Context: an optimization exercise on an open-source flow, tuned for small area, a short achievable clock period and few clock cycles per item. The choices shown serve that exercise and are no tape-out recipe. The RTL was checked by simulation tests, not by an equivalence proof against the original design.

==> flow/design.v (excerpt) <==
module fpu_s (
  input         clk,
  input         rst_n,
  input         req_valid,
  input  [6:0]  req_opcode,
  input  [6:0]  req_f7,
  input  [2:0]  req_rm,
  input  [4:0]  req_rs2,
  input  [31:0] req_v1,
  input  [31:0] req_v2,
  input  [31:0] req_v3,
  output        resp_valid,
  output [31:0] resp_value,
  output [4:0]  resp_fflags
);
  localparam K = 4;                  
  localparam NC = 6;                 
  localparam N = K * NC + 1;         
  localparam F = N + 1;              
  localparam WD = F + 3;
  wire [31:0] a = req_v1, b = req_v2, c = req_v3;
  wire op53 = req_opcode == 7'h53;
  wire is_fmadd = ~op53;
  wire d_add  = op53 & (req_f7 == 7'h00);
  wire d_sub  = op53 & (req_f7 == 7'h04);
  wire d_mul  = op53 & (req_f7 == 7'h08);
  wire d_div  = op53 & (req_f7 == 7'h0c);
  wire d_sqrt = op53 & (req_f7 == 7'h2c);
  wire d_i2f  = op53 & (req_f7 == 7'h68);
  wire d_f2i  = op53 & (req_f7 == 7'h60);
  wire d_addsub = d_add | d_sub;
  wire d_fma  = d_addsub | d_mul | is_fmadd | d_i2f;
  wire d_ds   = d_div | d_sqrt;
  wire d_misc = ~d_fma & ~d_ds;
  wire start = req_valid & rst_n;
  reg [2:0] brm;
  always @* case (req_rm) 3'd0: brm = 0; 3'd1: brm = 4; 3'd2: brm = 3; 3'd3: brm = 2; 3'd4: brm = 1; default: brm = 0; endcase
  reg        pend;           
  reg        slowm;          
  reg        v_misc;         
  reg [31:0] misc_res; reg [4:0] misc_fl;
  reg [WD-1:0] r_x, r_y;
  wire [27:0] f_x = r_x[27:0], f_y = r_y[27:0];
  reg f_abgt, f_eeq, f_sub;
  reg [7:0]  f_xe; reg [2:0] f_abfl; reg f_sgn, f_sgnc, f_acc, f_neg, f_spec, f_ssgn, f_snv;
  reg [1:0]  f_skind; reg [2:0] f_rm; reg [9:0] f_exp;
  reg        busy; reg [2:0] cnt; reg f_dmode;
  ...
For scale: roughly 11000 cells after synthesis, roughly 160 I/O pins, roughly 64000 µm² of cells after synthesis.
==> flow/config.mk <==
export PLATFORM = sky130hd
export DESIGN_NAME = fpu_s
export DESIGN_NICKNAME = fpu_s
export VERILOG_FILES = /design/flow/design.v
export SDC_FILE = /design/flow/constraint.sdc
export NUM_CORES = 8
export LEC_CHECK = 0
export ABC_AREA = 1
export CAP_MARGIN = 20
export CORE_MARGIN = 2
export CORE_UTILIZATION = 45
export SLEW_MARGIN = 20
==> flow/constraint.sdc <==
create_clock -name core_clock -period 20.0 [get_ports {clk}]
set_input_delay 4.0000 -clock core_clock [delete_from_list [all_inputs] [get_ports {clk}]]
set_output_delay 4.0000 -clock core_clock [all_outputs]
set_load 0.01 [all_outputs]
standard.sh (not shown) runs the stock make flow with config.mk's settings and CLKGATE_MAP_FILE= SYNTH_SCRIPT=/design/flow/synth_recipe.tcl, a recipe that flattens the netlist after the stock synthesis.
==> flow/flow/run.sh <==
#!/bin/bash
# Layout flow: the standard synthesis unchanged, then the standard ORFS
# steps (floorplan to finish) with timing repair aimed at a setup margin of
# 7.25 ns. The clock period and all constraints stay the design's.
# Each step's full output goes to a log file in this folder.
set -euo pipefail
bash standard.sh synth > synth.log 2>&1
bash standard.sh SETUP_SLACK_MARGIN=7.25 finish > layout.log 2>&1
Testbench counts at the start, summed over its fixed seeds: cycles 3,250, ops 2,400.
Next try:
==> flow/flow/run.sh (replaced) <==
#!/bin/bash
# Layout flow: the standard synthesis unchanged, then the standard ORFS
# steps (floorplan to finish) with timing repair aimed at a setup margin of
# 7.5 ns. The clock period and all constraints stay the design's.
# Each step's full output goes to a log file in this folder.
set -euo pipefail
bash standard.sh synth > synth.log 2>&1
bash standard.sh SETUP_SLACK_MARGIN=7.5 finish > layout.log 2>&1
Core utilization climbs by 0.61 points. Global-route usage rose by 0.28 points. Cell count goes up slightly. Via count increases slightly. Wire length rose slightly. Setup slack is better by 0.27 ns. Worst hold slack improved by 0.0066 ns. Final area rose slightly.
Next try:
==> flow/flow/run.sh (replaced) <==
#!/bin/bash
# Layout flow: the standard synthesis unchanged, then the standard ORFS
# steps (floorplan to finish) with timing repair aimed at a setup margin of
# 7 ns. The clock period and all constraints stay the design's.
# Each step's full output goes to a log file in this folder.
set -euo pipefail
bash standard.sh synth > synth.log 2>&1
bash standard.sh SETUP_SLACK_MARGIN=7 finish > layout.log 2>&1
CORE_UTILIZATION = 50   (was 45)
=> Area after synthesis does not change. Critical path depth drops by 2. Via count climbs by 0.59%. Core utilization climbs by 3.9 points.
Next try:
CORE_UTILIZATION = 40   (was 50)
What happened:
- The new run ran to the end with no violations
- maximum frequency grows by 1.3%
- clock skew is about the same
- worst setup slack improves by 0.16 ns
- wire length grows by 1.4%
- clock-buffer cell count shrinks by 2
- cell count grows by 3.2%
- final area grows by 0.80%


build 1:
Another version of the RTL of fpu_s (not shown whole).
For scale: ~12000 cells after synthesis, ~190 flip-flops, about 160 I/O pins, ~69000 sq um of cells after synthesis.
Settings: LEC_CHECK=0, ABC_AREA=1, CAP_MARGIN=20, CORE_MARGIN=2, CORE_UTILIZATION=40, SLEW_MARGIN=20; clock period 20.0 ns.
==> flow/flow/run.sh <==
#!/bin/bash
# Layout flow: the standard synthesis unchanged, then the standard ORFS
# steps (floorplan to finish) with timing repair aimed at a setup margin of
# 7 ns. The clock period and all constraints stay the design's.
# Each step's full output goes to a log file in this folder.
set -euo pipefail
bash standard.sh synth > synth.log 2>&1
bash standard.sh SETUP_SLACK_MARGIN=7 finish > layout.log 2>&1
Testbench counts of build 1, summed over its fixed seeds: cycles 3,250, ops 2,400.
Edits applied to the flow inputs when going from build 1 to build 24:
--- a/flow/config.mk
+++ b/flow/config.mk
@@ -9,4 +9,4 @@
 export CAP_MARGIN = 20
 export CORE_MARGIN = 2
-export CORE_UTILIZATION = 40
+export CORE_UTILIZATION = 60
 export SLEW_MARGIN = 20
- Although build 24 finished all stages, its layout failed final checks on max-capacitance violations, max-slew violations.
- Across both runs, relative area of non-clock buffer cells in the final design was lower for build 24 than for build 1.
- In the metrics for build 24 and build 1, the one carrying the lower clock-buffer cell count is build 1.
Modified inputs, build 59 compared to build 24
==> flow/flow/run.sh <==
#!/bin/bash
# Layout flow: the standard synthesis unchanged, then the standard ORFS
# steps (floorplan to finish) with timing repair aimed at a setup margin of
# 7.5 ns. The clock period and all constraints stay the design's.
# Each step's full output goes to a log file in this folder.
set -euo pipefail
bash standard.sh synth > synth.log 2>&1
bash standard.sh SETUP_SLACK_MARGIN=7.5 finish > layout.log 2>&1
--- a/flow/config.mk
+++ b/flow/config.mk
@@ -9,4 +9,4 @@
 export CAP_MARGIN = 20
 export CORE_MARGIN = 2
-export CORE_UTILIZATION = 60
+export CORE_UTILIZATION = 40
 export SLEW_MARGIN = 20
--- outcome ---
Build 59 did not stop at any stage, and its layout met the timing, DRC and antenna checks. | number of nets at the end of the flow | build 59 vs build 24 | 1.5% higher |. Taking build 59 as 1.0, build 24 lands at 1.12 on detail-routed via count per cell. Share of cells above drive strength 1 up 3.7 points in build 59 wrt build 24.


lane 1:
Another version of the RTL of fpu_s (not shown whole).
For scale: ~13,000 cells after synthesis, about 160 I/O pins, roughly 74,000 sq um of cells after synthesis.
export LEC_CHECK = 0
export ABC_AREA = 1
export CAP_MARGIN = 20
export CORE_MARGIN = 2
export CORE_UTILIZATION = 40
export SLEW_MARGIN = 20
create_clock -name core_clock -period 20.0 [get_ports {clk}]
==> flow/flow/run.sh <==
#!/bin/bash
# Layout flow: the standard synthesis unchanged, then the standard ORFS
# steps (floorplan to finish) with timing repair aimed at a setup margin of
# 7 ns. The clock period and all constraints stay the design's.
# Each step's full output goes to a log file in this folder.
set -euo pipefail
bash standard.sh synth > synth.log 2>&1
bash standard.sh SETUP_SLACK_MARGIN=7 finish > layout.log 2>&1
Lane 1 reached the end of the flow, and the finished layout is clean on the timing, DRC and antenna checks.
Testbench counts of lane 1, summed over its fixed seeds: cycles 2,982, ops 2,400.
Input changes introduced in lane 2 (baseline for comparison: lane 1):
- ABC_AREA: 1 -> unset
- SETUP_SLACK_MARGIN: unset -> 5
==> flow/run.sh (new file) <==
#!/bin/bash
# synth_recipe.tcl (not shown) runs the flow's synth.tcl, then flattens the netlist and writes it again
# the make line also repeats each setting of config.mk as NAME=value (left out here)
make -C /OpenROAD-flow-scripts/flow DESIGN_CONFIG=/design/flow/config.mk WORK_HOME=/design/flow/orfs CLKGATE_MAP_FILE= SYNTH_SCRIPT=/design/flow/synth_recipe.tcl finish
removed: flow/flow/run.sh
removed: flow/standard.sh
==> comparison <==
Lane 2: PASS, flow complete, no timing, DRC or antenna violations. Highest cell delay on the worst timing path in lane 2 is 0.02 ns higher than in lane 1. Lane 1 → lane 2: area growth from synthesis to final layout down 3.3 points; data arrival time of the worst path up 0.47 ns. Relative to lane 1, non-clock buffer count decreased by 4 in lane 2. Lane 2 vs lane 1 — share of cells above drive strength 1 dropped 0.17 points. Against lane 1 as the reference, lane 2 delivers a lower post-placement cell count. Summary of lane 2 over lane 1: full die area has decreased, global-route wire length before repair has decreased, number of combinational gates with multiple inputs has decreased. Time the final worst path needs with I/O delays and setup: lane 2 worse than lane 1.


RTL: one of the versions met above, not the one the previous note started from.
Size: about 160 I/O pins, roughly 69000 um^2 of cells after synthesis.
==> flow/config.mk <==
export PLATFORM = sky130hd
export DESIGN_NAME = fpu_s
export DESIGN_NICKNAME = fpu_s
export VERILOG_FILES = /design/flow/design.v
export SDC_FILE = /design/flow/constraint.sdc
export NUM_CORES = 8
export LEC_CHECK = 0
export ABC_AREA = 1
export CAP_MARGIN = 20
export CORE_MARGIN = 2
export CORE_UTILIZATION = 45
export PLACE_DENSITY = 0.7
export SLEW_MARGIN = 20
==> flow/constraint.sdc <==
create_clock -name core_clock -period 20.0 [get_ports {clk}]
set_input_delay 4.0000 -clock core_clock [delete_from_list [all_inputs] [get_ports {clk}]]
set_output_delay 4.0000 -clock core_clock [all_outputs]
set_load 0.01 [all_outputs]
==> flow/flow/run.sh <==
#!/bin/bash
# Layout flow: the standard synthesis unchanged, then the standard ORFS
# steps (floorplan to finish) with timing repair aimed at a setup margin of
# 7 ns. The clock period and all constraints stay the design's.
# Each step's full output goes to a log file in this folder.
set -euo pipefail
bash standard.sh synth > synth.log 2>&1
bash standard.sh SETUP_SLACK_MARGIN=7 finish > layout.log 2>&1
Testbench counts at the start, summed over its fixed seeds: cycles 3,250, ops 2,400.
==> next run, changes <==
--- a/flow/flow/run.sh
+++ b/flow/flow/run.sh
@@ -4 +4 @@
-# 7 ns. The clock period and all constraints stay the design's.
+# 7.5 ns. The clock period and all constraints stay the design's.
@@ -8 +8 @@
-bash standard.sh SETUP_SLACK_MARGIN=7 finish > layout.log 2>&1
+bash standard.sh SETUP_SLACK_MARGIN=7.5 finish > layout.log 2>&1
- PLACE_DENSITY: 0.7 -> not set
=> Via count came out lower by 1.5%; global-route usage came out lower by 1.1 points; clock-buffer cell count came out higher by 2; utilization came out higher by 0.71 points; final area came out higher by 1.4%; die area does not change; first-iteration DRC count came out lower by 4.2%; cell count hardly moves.
==> next run, changes <==
--- a/flow/flow/run.sh
+++ b/flow/flow/run.sh
@@ -4 +4 @@
-# 7.5 ns. The clock period and all constraints stay the design's.
+# 7 ns. The clock period and all constraints stay the design's.
@@ -8 +8 @@
-bash standard.sh SETUP_SLACK_MARGIN=7.5 finish > layout.log 2>&1
+bash standard.sh SETUP_SLACK_MARGIN=7 finish > layout.log 2>&1
- CORE_UTILIZATION: 45 -> 55
The new run completed with no timing, DRC or antenna violations. Setup slack loses 0.77 ns. Synthesized cell count is unchanged. Via count climbs by a few percent. Clock-buffer cell count does not change. Clock skew drops by 0.011 ns. Non-clock buffer count drops by 105. Cell count drops by a few percent. Flip-flop and latch count is unchanged. Core utilization climbs by 8.5 points.
==> next run, changes <==
--- a/flow/flow/run.sh
+++ b/flow/flow/run.sh
@@ -4 +4 @@
-# 7 ns. The clock period and all constraints stay the design's.
+# 8 ns. The clock period and all constraints stay the design's.
@@ -8 +8 @@
-bash standard.sh SETUP_SLACK_MARGIN=7 finish > layout.log 2>&1
+bash standard.sh SETUP_SLACK_MARGIN=8 finish > layout.log 2>&1
- CORE_UTILIZATION: 55 -> 40
Register-to-register slack improved by 0.89 ns. Count of clock-buffer cells in the layout increases by 1. Non-clock buffer count increases by 343. Worst hold slack got worse by 0.044 ns.
==> next run, changes <==
--- a/flow/flow/run.sh
+++ b/flow/flow/run.sh
@@ -4 +4 @@
-# 8 ns. The clock period and all constraints stay the design's.
+# 7.5 ns. The clock period and all constraints stay the design's.
@@ -8 +8 @@
-bash standard.sh SETUP_SLACK_MARGIN=8 finish > layout.log 2>&1
+bash standard.sh SETUP_SLACK_MARGIN=7.5 finish > layout.log 2>&1
- CORE_UTILIZATION: 40 -> 50
Outcome: Global-route usage increases by 6.1 points. Wire length goes down by roughly a tenth. Clock skew barely changes. Cell area decreases by a little under a tenth. Die area came out lower by about a fifth. Utilization goes up by 7.1 points. Sequential share of layout area increases by 0.31 points.


Another version of the RTL of fpu_s (not shown whole).
Settings: LEC_CHECK=0, CAP_MARGIN=20, CORE_MARGIN=2, CORE_UTILIZATION=40, SETUP_SLACK_MARGIN=5, SLEW_MARGIN=20; clock period 20.0 ns.
run.sh (not shown) runs the stock make flow with config.mk's settings and CLKGATE_MAP_FILE= SYNTH_SCRIPT=/design/flow/synth_recipe.tcl, a recipe that flattens the netlist after the stock synthesis.
Stock flow here: none of the scripts above is used.
The starting point went through all stages and came out clean.
Testbench counts at the start, summed over its fixed seeds: cycles 2,982, ops 2,400.
Edit:
==> flow/flow/run.sh (new file) <==
#!/bin/bash
# Layout flow: the standard synthesis unchanged, then the standard ORFS
# steps (floorplan to finish) with timing repair aimed at a setup margin of
# 6 ns. The clock period and all constraints stay the design's.
# Each step's full output goes to a log file in this folder.
set -euo pipefail
bash standard.sh synth > synth.log 2>&1
bash standard.sh SETUP_SLACK_MARGIN=6 finish > layout.log 2>&1
==> flow/standard.sh (new file) <==
#!/bin/bash
# synth_recipe.tcl (not shown) runs the flow's synth.tcl, then flattens the netlist and writes it again
# the make line also repeats each setting of config.mk as NAME=value (left out here)
make -C /OpenROAD-flow-scripts/flow DESIGN_CONFIG=/design/flow/config.mk WORK_HOME=/design/flow/orfs CLKGATE_MAP_FILE= SYNTH_SCRIPT=/design/flow/synth_recipe.tcl "${@:-finish}"
Settings changed: SETUP_SLACK_MARGIN 5 to not set.
removed: flow/run.sh
Outcome: Register-to-register slack is better by 820 ps; maximum frequency increases by a few percent; final area increases by a few percent.


RTL: one of the versions met above, not the one the previous note started from.
Size in the first run: ~0.069 mm^2 of cells after synthesis.
==> flow/config.mk <==
export PLATFORM = sky130hd
export DESIGN_NAME = fpu_s
export DESIGN_NICKNAME = fpu_s
export VERILOG_FILES = /design/flow/design.v
export SDC_FILE = /design/flow/constraint.sdc
export NUM_CORES = 8
export LEC_CHECK = 0
export ABC_AREA = 1
export CAP_MARGIN = 20
export CORE_MARGIN = 2
export CORE_UTILIZATION = 42
export SLEW_MARGIN = 20
==> flow/constraint.sdc <==
create_clock -name core_clock -period 20.0 [get_ports {clk}]
set_input_delay 4.0000 -clock core_clock [delete_from_list [all_inputs] [get_ports {clk}]]
set_output_delay 4.0000 -clock core_clock [all_outputs]
set_load 0.01 [all_outputs]
standard.sh (not shown) runs the stock make flow with config.mk's settings and CLKGATE_MAP_FILE= SYNTH_SCRIPT=/design/flow/synth_recipe.tcl, a recipe that flattens the netlist after the stock synthesis.
==> flow/flow/run.sh <==
#!/bin/bash
# Layout flow: the standard synthesis unchanged, then the standard ORFS
# steps (floorplan to finish) with timing repair aimed at a setup margin of
# 7.25 ns. The clock period and all constraints stay the design's.
# Each step's full output goes to a log file in this folder.
set -euo pipefail
bash standard.sh synth > synth.log 2>&1
bash standard.sh SETUP_SLACK_MARGIN=7.25 finish > layout.log 2>&1
The baseline finished clean.
Testbench counts at the start, summed over its fixed seeds: cycles 3,250, ops 2,400.
Then changed:
--- a/flow/flow/run.sh
+++ b/flow/flow/run.sh
@@ -4 +4 @@
-# 7.25 ns. The clock period and all constraints stay the design's.
+# 7 ns. The clock period and all constraints stay the design's.
@@ -8 +8 @@
-bash standard.sh SETUP_SLACK_MARGIN=7.25 finish > layout.log 2>&1
+bash standard.sh SETUP_SLACK_MARGIN=7 finish > layout.log 2>&1
- CORE_UTILIZATION: 42 -> 45
=> The new run produced a clean layout. Design area fell by about 2%. Synthesized cell count does not change. Setup slack is worse by 0.089 ns. Die area fell by about 6.6%.
Then changed:
--- a/flow/flow/run.sh
+++ b/flow/flow/run.sh
@@ -4 +4 @@
-# 7 ns. The clock period and all constraints stay the design's.
+# 7.25 ns. The clock period and all constraints stay the design's.
@@ -8 +8 @@
-bash standard.sh SETUP_SLACK_MARGIN=7 finish > layout.log 2>&1
+bash standard.sh SETUP_SLACK_MARGIN=7.25 finish > layout.log 2>&1
=>
- The new run ran to the end with no violations
- cell area rose by 1.6%
- wire length rose by 0.65%
- via count rose by 0.50%
- utilization rose by 0.78 points
- worst setup slack improves by 0.26 ns
Then changed:
--- a/flow/flow/run.sh
+++ b/flow/flow/run.sh
@@ -4 +4 @@
-# 7.25 ns. The clock period and all constraints stay the design's.
+# 7 ns. The clock period and all constraints stay the design's.
@@ -8 +8 @@
-bash standard.sh SETUP_SLACK_MARGIN=7.25 finish > layout.log 2>&1
+bash standard.sh SETUP_SLACK_MARGIN=7 finish > layout.log 2>&1
- CORE_UTILIZATION: 45 -> 48
Outcome: The new run ran to the end with no violations. Utilization grows by 2.6 points. Via count grows by about 1.5%. Wire length is about the same.

==> what the ideal ports hide <==
No port has a modelled driver above. Below, the same layouts with a new extraction and two added sets of constraints. Step 1, drivers: a clkbuf_16 drives clk and a buf_2 each remaining input, both assumed. Step 2 also shifts input and output timing later by t, the mid clock arrival at the registers, as if the neighbouring blocks saw the same clock. a / b / c = ideal / step 1 / step 2; a / b = the first two.
run	shift t [ns]	setup slack, ns	hold WS [ns]	worst setup path at the end	worst slew at a driven data input, ns
the first run of note 1	0.607	7.215 / 7.146 / 6.930	0.483 / 0.483 / 0.483	input to register	0.26
the second run of note 1	0.603	7.480 / 7.412 / 7.035	0.489 / 0.489 / 0.489	input to register	0.25
the third run of note 1	0.613	7.005 / 6.927 / 6.562	0.485 / 0.485 / 0.485	input to register	0.06
the fourth run of note 1	0.616	7.166 / 7.141 / 6.592	0.499 / 0.499 / 0.499	input to register	0.21
build 1	0.633	6.978 / 7.007 / 6.396	0.478 / 0.478 / 0.478	input to register	0.13
build 24	0.595	6.423 / 6.233 / 5.638	0.508 / 0.508 / 0.508	input to register	0.25
build 59	0.642	7.541 / 7.497 / 6.859	0.475 / 0.475 / 0.475	input to register	0.13
lane 1	0.684	5.718 / 5.718 / 5.718	0.487 / 0.487 / 0.487	register to register	0.24
lane 2	0.659	5.129 / 5.057 / 4.521	0.474 / 0.474 / 0.474	input to register	0.16
the first run of note 4	0.641	7.035 / 7.007 / 6.367	0.510 / 0.510 / 0.510	input to register	0.19
the second run of note 4	0.599	7.577 / 7.507 / 6.946	0.531 / 0.531 / 0.531	input to register	0.22
the third run of note 4	0.612	6.804 / 6.860 / 6.248	0.526 / 0.526 / 0.526	input to register	0.15
the fourth run of note 4	0.613	7.701 / 7.630 / 7.132	0.482 / 0.482 / 0.482	input to register	0.14
the fifth run of note 4	0.599	7.263 / 7.308 / 6.708	0.524 / 0.524 / 0.524	input to register	0.13
the first run of note 5	0.661	5.213 / 5.184 / 4.605	0.488 / 0.488 / 0.488	input to register	0.10
the second run of note 5	0.665	6.141 / 6.190 / 5.525	0.468 / 0.468 / 0.468	input to register	0.09
the first run of note 6	0.601	7.174 / 7.133 / 6.532	0.506 / 0.506 / 0.506	input to register	0.25
the second run of note 6	0.597	7.085 / 7.091 / 6.543	0.532 / 0.532 / 0.532	input to register	0.21
the third run of note 6	0.604	7.340 / 7.262 / 6.778	0.530 / 0.530 / 0.530	input to register	0.22
the fourth run of note 6	0.615	6.968 / 6.892 / 6.459	0.500 / 0.500 / 0.500	input to register	0.21
For build 24, which loses most, drivers alone change the setup slack by -0.190 ns; drivers and shift together by -0.785 ns.
